This is an optimization exercise on Yosys and OpenROAD, whose aim is small area and a short achievable clock period, not a production implementation. The RTL of this run was laid out without a check of its function. No activity file was given, so power comes from the tool's default toggle rates. The flow treats the clock pin as an ideal source, which a real chip does not have.

<file path="config.mk">
export PLATFORM = sky130hd
export DESIGN_NAME = fifo
export DESIGN_NICKNAME = fifo
export VERILOG_FILES = /design/flow/design.v
export SDC_FILE = /design/flow/constraint.sdc
export NUM_CORES = 4
export LEC_CHECK = 0
export CAP_MARGIN = 20
export CORE_MARGIN = 2
export CORE_UTILIZATION = 70
export CTS_BUF_LIST = sky130_fd_sc_hd__clkbuf_16
export CTS_CLUSTER_DIAMETER = 100
export CTS_CLUSTER_SIZE = 30
export SETUP_SLACK_MARGIN = 2.7
export SLEW_MARGIN = 20
</file>
<file path="standard.sh">
#!/bin/bash
# synth_recipe.tcl (not shown) runs the flow's synth.tcl, then flattens the netlist and writes it again
# the make line also repeats each setting of config.mk as NAME=value (left out here)
make -C /OpenROAD-flow-scripts/flow DESIGN_CONFIG=/design/flow/config.mk WORK_HOME=/design/flow/orfs CLKGATE_MAP_FILE= SYNTH_SCRIPT=/design/flow/synth_recipe.tcl "${@:-finish}"
</file>
<file path="flow/remap_readcone.py">
#!/usr/bin/env python3
"""Rebuild the read multiplexer of the synthesized netlist.

The read port of the FIFO is dout[b] <= stage[head][b].  This script removes
the combinational cells that Yosys/ABC made for that multiplexer (the cells
whose outputs reach only the D pins of the dout registers) and builds it
again as a one-hot decoder of head (predecoded, 32 select lines) followed by
an AND-OR per bit made of a222oi/a22oi, nand4/nand3 and or3 cells.
Registers are untouched; the function is unchanged.

usage: remap_readcone.py IN.v OUT.v
"""
import re
import sys
from collections import defaultdict

P = 'sky130_fd_sc_hd__'
src = open(sys.argv[1]).read()

inst_re = re.compile(r'^\s*(' + P + r'\w+)\s+(\S+)\s*\((.*?)\);\n', re.M | re.S)
pin_re = re.compile(r'\.(\w+)\(([^()]*)\)')
OUTS = {'X', 'Y', 'Q', 'Q_N', 'SUM', 'COUT', 'HI', 'LO'}
cells = {}
for m in inst_re.finditer(src):
    pins = {k: v.strip() for k, v in pin_re.findall(m.group(3))}
    cells[m.group(2)] = dict(type=m.group(1), pins=pins, span=m.span())


def is_seq(n):
    return re.search(r'__(s?e?df|dl)', cells[n]['type']) is not None


drv = {}
loads = defaultdict(list)
for n, c in cells.items():
    for k, v in c['pins'].items():
        if k in OUTS:
            drv[v] = n
        else:
            loads[v].append((n, k))
# nets read by assign statements (e.g. ports) count as outside loads
for a, b in re.findall(r'assign\s+(\S+)\s*=\s*(\S+?)\s*;', src):
    loads[b].append(('<assign>', a))


def flop(name_re):
    r = {}
    for n in cells:
        m = re.fullmatch(name_re, n)
        if m and is_seq(n):
            r[tuple(int(g) for g in m.groups())] = n
    return r


dout = flop(r'\\dout\[(\d+)\]\$\S*')
head = flop(r'\\head\[(\d+)\]\$\S*')
stage = flop(r'\\stage\[(\d+)\]\[(\d+)\]\$\S*')
assert len(dout) == 32 and len(head) == 5 and len(stage) == 1024, (len(dout), len(head), len(stage))
head_q = [cells[head[(i,)]]['pins']['Q'] for i in range(5)]
stage_q = {k: cells[n]['pins']['Q'] for k, n in stage.items()}
d_nets = {cells[dout[(b,)]]['pins']['D']: b for b in range(32)}

# the fan-in cone of the dout D pins, up to registers and ports
cone = set()
stack = list(d_nets)
while stack:
    net = stack.pop()
    n = drv.get(net)
    if n is None or n in cone or is_seq(n):
        continue
    cone.add(n)
    for k, v in cells[n]['pins'].items():
        if k not in OUTS:
            stack.append(v)

# cells of the cone whose outputs feed only the cone or the dout D pins
dpins = set((dout[(b,)], 'D') for b in range(32))
removable = set(cone)
changed = True
while changed:
    changed = False
    for n in list(removable):
        for k, v in cells[n]['pins'].items():
            if k in OUTS:
                for ld in loads[v]:
                    if ld[0] not in removable and ld not in dpins:
                        removable.discard(n)
                        changed = True
                        break
            if n not in removable:
                break
# every D net must now be driven by a removable cell
for net in d_nets:
    assert drv.get(net) in removable, net

spans = sorted(cells[n]['span'] for n in removable)
out = []
pos = 0
for a, b in spans:
    out.append(src[pos:a])
    pos = b
out.append(src[pos:])
body = ''.join(out)

wires = []
new = []
cnt = [0]


def ref(v):
    return v + ' ' if v.startswith('\\') else v


def cell(t, pins):
    cnt[0] += 1
    conn = ',\n'.join('    .%s(%s)' % (p, ref(v)) for p, v in pins)
    new.append('  %s%s rdm_c%d (\n%s\n  );\n' % (P, t, cnt[0], conn))


def wire():
    cnt[0] += 1
    w = 'rdm_n%d' % cnt[0]
    wires.append('  wire %s;\n' % w)
    return w


# head decoder: inverted bits, active-low predecodes, one-hot selects
hn = []
for i in range(5):
    w = wire()
    cell('inv_1', [('A', head_q[i]), ('Y', w)])
    hn.append(w)


def lit(i, v):
    return head_q[i] if v else hn[i]


lo_n = []
for j in range(4):
    w = wire()
    cell('nand2_1', [('A', lit(0, j & 1)), ('B', lit(1, (j >> 1) & 1)), ('Y', w)])
    lo_n.append(w)
hi_n = []
for j in range(8):
    w = wire()
    cell('nand3_1', [('A', lit(2, j & 1)), ('B', lit(3, (j >> 1) & 1)), ('C', lit(4, (j >> 2) & 1)), ('Y', w)])
    hi_n.append(w)
sel = []
for j in range(32):
    w = wire()
    cell('nor2_1', [('A', lo_n[j & 3]), ('B', hi_n[j >> 2]), ('Y', w)])
    sel.append(w)

d_of = {b: cells[dout[(b,)]]['pins']['D'] for b in range(32)}
for b in range(32):
    terms = [(sel[j], stage_q[(j, b)]) for j in range(32)]
    g = []
    for i in range(0, 30, 3):
        w = wire()
        t = terms[i:i + 3]
        cell('a222oi_1', [('A1', t[0][0]), ('A2', t[0][1]), ('B1', t[1][0]), ('B2', t[1][1]),
                          ('C1', t[2][0]), ('C2', t[2][1]), ('Y', w)])
        g.append(w)
    w = wire()
    t = terms[30:32]
    cell('a22oi_1', [('A1', t[0][0]), ('A2', t[0][1]), ('B1', t[1][0]), ('B2', t[1][1]), ('Y', w)])
    g.append(w)
    h = [wire(), wire(), wire()]
    cell('nand4_1', [('A', g[0]), ('B', g[1]), ('C', g[2]), ('D', g[3]), ('Y', h[0])])
    cell('nand4_1', [('A', g[4]), ('B', g[5]), ('C', g[6]), ('D', g[7]), ('Y', h[1])])
    cell('nand3_1', [('A', g[8]), ('B', g[9]), ('C', g[10]), ('Y', h[2])])
    cell('or3_1', [('A', h[0]), ('B', h[1]), ('C', h[2]), ('X', d_of[b])])

i = body.rindex('endmodule')
body = body[:i] + ''.join(wires) + ''.join(new) + body[i:]
open(sys.argv[2], 'w').write(body)
sys.stderr.write('remap_readcone: cone %d cells, removed %d, added %d\n'
                 % (len(cone), len(removable), len(new)))
</file>
<file path="constraint.sdc">
create_clock -name core_clock -period 5.0 [get_ports {clk}]
set_input_delay 1.0000 -clock core_clock [delete_from_list [all_inputs] [get_ports {clk}]]
set_output_delay 1.0000 -clock core_clock [all_outputs]
set_load 0.01 [all_outputs]
</file>
<file path="design.v">
`timescale 1ns / 1ps
module fifo (
	input  [31:0] DI,
	input         RE,
	input         WE,
	input         clk,
	input         rst,
	output [31:0] res,
	output        read_valid,
	output        r_err,
	output        w_err
);
	reg  [4:0]  head;	 
	reg         empty, full;
	reg         rv;
	reg  [31:0] dout;
	wire rd = RE & ~empty;
	wire wr = WE & (~full | RE);
	assign r_err      = RE & empty;
	assign w_err      = WE & full;
	assign read_valid = rv;
	assign res        = dout;
	reg [31:0] stage [0:31];
	integer k;
	always @(posedge clk)
		if (wr) begin
			stage[0] <= DI;
			for (k = 1; k < 32; k = k + 1)
				stage[k] <= stage[k-1];
		end
	wire [31:0] rdata = stage[head];
	wire up = wr & ~rd;
	wire dn = rd & ~wr;
	wire [4:0] head_p1 = head + 5'd1;
	wire [4:0] head_m1 = head - 5'd1;
	wire [4:0] head_next = rst ? 5'd31 : up ? head_p1 : dn ? head_m1 : head;
	always @(posedge clk) begin
		dout  <= rdata;
		rv    <= ~rst & rd;
		head  <= head_next;
		empty <= rst | (empty & ~up) | (dn & (head == 5'd0));
		full  <= ~rst & ((full & ~dn) | (up & (head == 5'd30)));
	end
endmodule
</file>
<file path="flow/run.sh">
#!/bin/bash
# The standard layout with three changes:
#  - the read multiplexer of the standard synthesis is rebuilt as a one-hot
#    decoder of head feeding AND-OR cells (flow/remap_readcone.py;
#    registers are untouched),
#  - small port buffers (timing repair upsizes those on critical paths),
#  - a clock tree without dummy loads.
# make's output goes to standard_synth.log and standard.log here, each
# tool's own log to orfs/logs/.
set -euo pipefail
ARGS=(
  "BUFFER_PORTS_ARGS=-buffer_cell sky130_fd_sc_hd__buf_1"
  "CTS_ARGS=-sink_clustering_enable -repair_clock_nets -sink_clustering_size 30 -sink_clustering_max_diameter 100 -buf_list sky130_fd_sc_hd__clkbuf_16 -dont_use_dummy_load"
)
bash standard.sh "${ARGS[@]}" synth > standard_synth.log 2>&1
R=orfs/results/sky130hd/fifo/base
cp $R/1_2_yosys.v $R/1_2_yosys_standard.v
python3 flow/remap_readcone.py $R/1_2_yosys_standard.v $R/1_2_yosys.v > remap.log 2>&1
# rebuild the synthesis database from the re-mapped netlist
rm -f $R/1_synth.odb $R/1_synth.sdc
bash standard.sh "${ARGS[@]}" finish > standard.log 2>&1
</file>
==> qor.csv <==
metric,value,unit
p_int,0.0127,W
route.vias.total,20000,
first_global_vias,18500,
final.setup.tns,0,ns
clockPowerShare,0.238,
hold_start,stage[10][29]$_DFFE_PP_,
drc,0,
netSwitchingPower,0.00385,W
syn-mean-instance-area,21.8,sq um
worstSetupEndpointType,flip-flop,
cts.hold.buffers_added,0,
die_area,0.0539,sq mm
crit_path_start_kind,flip-flop,
grt_usage,0.313,
timing.final.max_slew_violations,0,
powerDensity,407,mW/mm^2
finish.net_count,1949,
grt_max_degree,212,
path_clk_slew,0.12,ns
power.combinational.fraction,0.085,
netlist_instances,1668,
viasPerCell,7.75,
worst_path_arrival_time,3.04,ns
tightest_slew,1.19,ns
clock_tree.htree_level_count,2,
floorplan.die.width,232,microns
status,timing/DRC/antenna clean,
min_path_type,flip-flop to flip-flop,
final_period_minus_worst_setup_slack,2.54,ns
seq_power_share,0.677,
detailedPlacementHpwl,40500,microns
reg2reg_setup_slack,2.46,ns
vdd_ir_drop_max,300,uV
drive_gt1_frac,0.133,
detail_route.wirelength,86200,microns
worst-setup-path-type,flip-flop to flip-flop,
clkLatencyLatePin,0.61,ns
antenna_cells_inserted,0,
leakagePower,13.3,nW
die_y,232,microns
postRouteAntennaNets,0,
max_cap_violations,0,
timing.fmax,393,MHz
rr_endpoint,dout[15]$_DFF_P_,
wire_length_of_the_first_global_routing_pass,122000,microns
tritoncts,built,
cts_root_buffer,sky130_fd_sc_hd__clkbuf_16,
r2r_cells,10,
clock_tree_buf_depth,3,
critical_path_peak_fanout,8,
critical_path_buf_inv_count,5,
initial_core_util,0.709,
nFillCells,2564,
floorplan_core_area,0.0514,sq mm
worst_clock_skew,0.0469,ns
slew_headroom,0.208,
area.growth.synth_to_final,11.4,%
r2r-start,head[2]$_SDFFE_PP1P_,
placement.io_buffers,70,
syn_area,0.0364,sq mm
min_period_over_period,0.509,
overflow,0,
setup_viol,0,
initialDrtViolationCount,4417,
worst_hold_path.endpoint,stage[11][29]$_DFFE_PP_,
whs_path_depth,0,
cpLargestDelayFamily,simple AND/OR/NAND/NOR gates,
io_pins,71,
timing.critical_path.slowest_cell_delay,0.42,ns
worst_endpoint_required_time,5.49,ns
clock-sinks,1064,
dr.pass1.iters,10,
numCtsBuffers,41,
cpMaxStageDelayCell,sky130_fd_sc_hd__or3_1,
wire_per_inst,33.4,microns
synth_warnings,2,
rsz0062_at_grt,true,
switching_share,0.233,
mappedNetlistNets,1711,
gp_routability_congestion,0.772,
final.hold.worst_slack,0.410,ns
timing_hold_violations_final,0,
grt_antenna_before_repair,6,
crit_chain,"clkinvlp_4, buf_6, buf_6, nand3_4, buf_12, buf_12, nor2_4, a222oi_1, nand4_1, or3_1",
placement_rows,83,
[routing by layer]
layer / track usage / vias to the layer above / wire length, microns
met5: 0 / - / 9
met2: 0.492 / 1526 / 41700
met3: 0.0535 / 135 / 9780
met4: 0.0859 / 2 / 2050
met1: 0.467 / 10300 / 32700
li1: - / 8105 / -
[state kept, by name (all words and copies together) (netlist names)]
signal / cells
rv: 1
empty: 1
full: 1
head: 5
stage: 1024
dout: 32
[metrics by stage]
stage / instance area [sq um] / utilization / instances / setup WS [ns] / total power (W)
2_1_floorplan: 36400 / - / 1668 / -12.78 / 0.0122
6_report: 40600 / 0.790 / 2584 / 2.46 / 0.0165
3_3_place_gp: 37900 / 0.737 / 2423 / 1.78 / 0.0124
5_1_grt: 40600 / 0.790 / 2584 / 2.43 / 0.0169
4_1_cts: 40100 / 0.780 / 2550 / 2.62 / 0.0165
3_5_place_dp: 37900 / 0.737 / 2424 / 1.65 / 0.0125
[cell usage in the layout, fill, tap and decap left out, types with 17 or more instances in the layout]
cell type	n
sky130_fd_sc_hd__a222oi_1	320
sky130_fd_sc_hd__a22oi_1	32
sky130_fd_sc_hd__buf_1	66
sky130_fd_sc_hd__buf_12	32
sky130_fd_sc_hd__buf_4	68
sky130_fd_sc_hd__buf_6	26
sky130_fd_sc_hd__clkbuf_16	42
sky130_fd_sc_hd__dfxtp_1	35
sky130_fd_sc_hd__edfxtp_1	1024
sky130_fd_sc_hd__nand3_1	33
sky130_fd_sc_hd__nand4_1	66
sky130_fd_sc_hd__nor2_2	17
sky130_fd_sc_hd__nor2_4	35
sky130_fd_sc_hd__or3_1	31
[power groups by stage]
| stage | logic [W] | clock network [W] | registers, W |
|---|---|---|---|
| after floorplan | 0.000615 | 0 | 0.0116 |
| after global placement | 0.00111 | 0 | 0.0113 |
| after detailed placement | 0.00114 | 0 | 0.0113 |
| after CTS | 0.00134 | 0.00397 | 0.0111 |
| after global routing | 0.00149 | 0.00422 | 0.0112 |
| final | 0.00140 | 0.00393 | 0.0112 |
[worst register-to-register path, delay by kind of cell, from the launching register on]
family	cells	cell delay [ns]
flip-flops	1	0.39
AO/OA/AOI/OAI	1	0.42
buffers and inverters	5	0.69
AND/OR/NAND/NOR	4	0.93
[worst max path at each step]
stage,from,endpoint,slack (ns),depth (start not counted)
floorplan,RE,head[2]$_SDFFE_PP1P_,-12.78,7
global placement,RE,head[2]$_SDFFE_PP1P_,1.78,7
detailed placement,RE,head[2]$_SDFFE_PP1P_,1.65,7
CTS,head[2]$_SDFFE_PP1P_,dout[8]$_DFF_P_,2.62,9
global route,head[2]$_SDFFE_PP1P_,dout[15]$_DFF_P_,2.43,10
finish,head[2]$_SDFFE_PP1P_,dout[15]$_DFF_P_,2.46,10
[layout make-up]
type                    count  area [sq um]  area share
clock buffers              41          1030      0.0253
flip-flops and latches   1064         31600       0.778
repair buffers            198          1820      0.0449
inverters                  14          75.1     0.00185
repair inverters            1          5.00    0.000123
well taps                 680           851      0.0210
multi-input cells         586          5240       0.129
[timing repair]
item,CTS,global route
resized for setup,91,37
pin swaps,74,91
cloned,21,2
setup buffers,64,32
setup endpoints to repair,747,36

==> afterwards: timing with drivers on the ports <==
The flow's constraints put no driver on any port. The routed layout listed below was extracted and timed again, unchanged, in two steps. Step 1, drivers: a clkbuf_16 drives clk and a buf_2 each remaining input, both assumed. Step 2 moves the port delays by t, midway between the first and last clock arrival at a register: inputs arrive t later, outputs are due t later. That takes back most of the time a late clock gives input paths. Three values: ideal, step 1, step 2; two values: the first two.
t, ns: 0.652
setup WS [ns]: 2.457 / 2.457 / 2.117
worst hold slack (ns): 0.410 / 0.410 / 0.410
After both steps setup and hold are still met in this run. For this run, drivers alone change the setup slack by 0.000 ns; drivers and shift together by -0.340 ns.
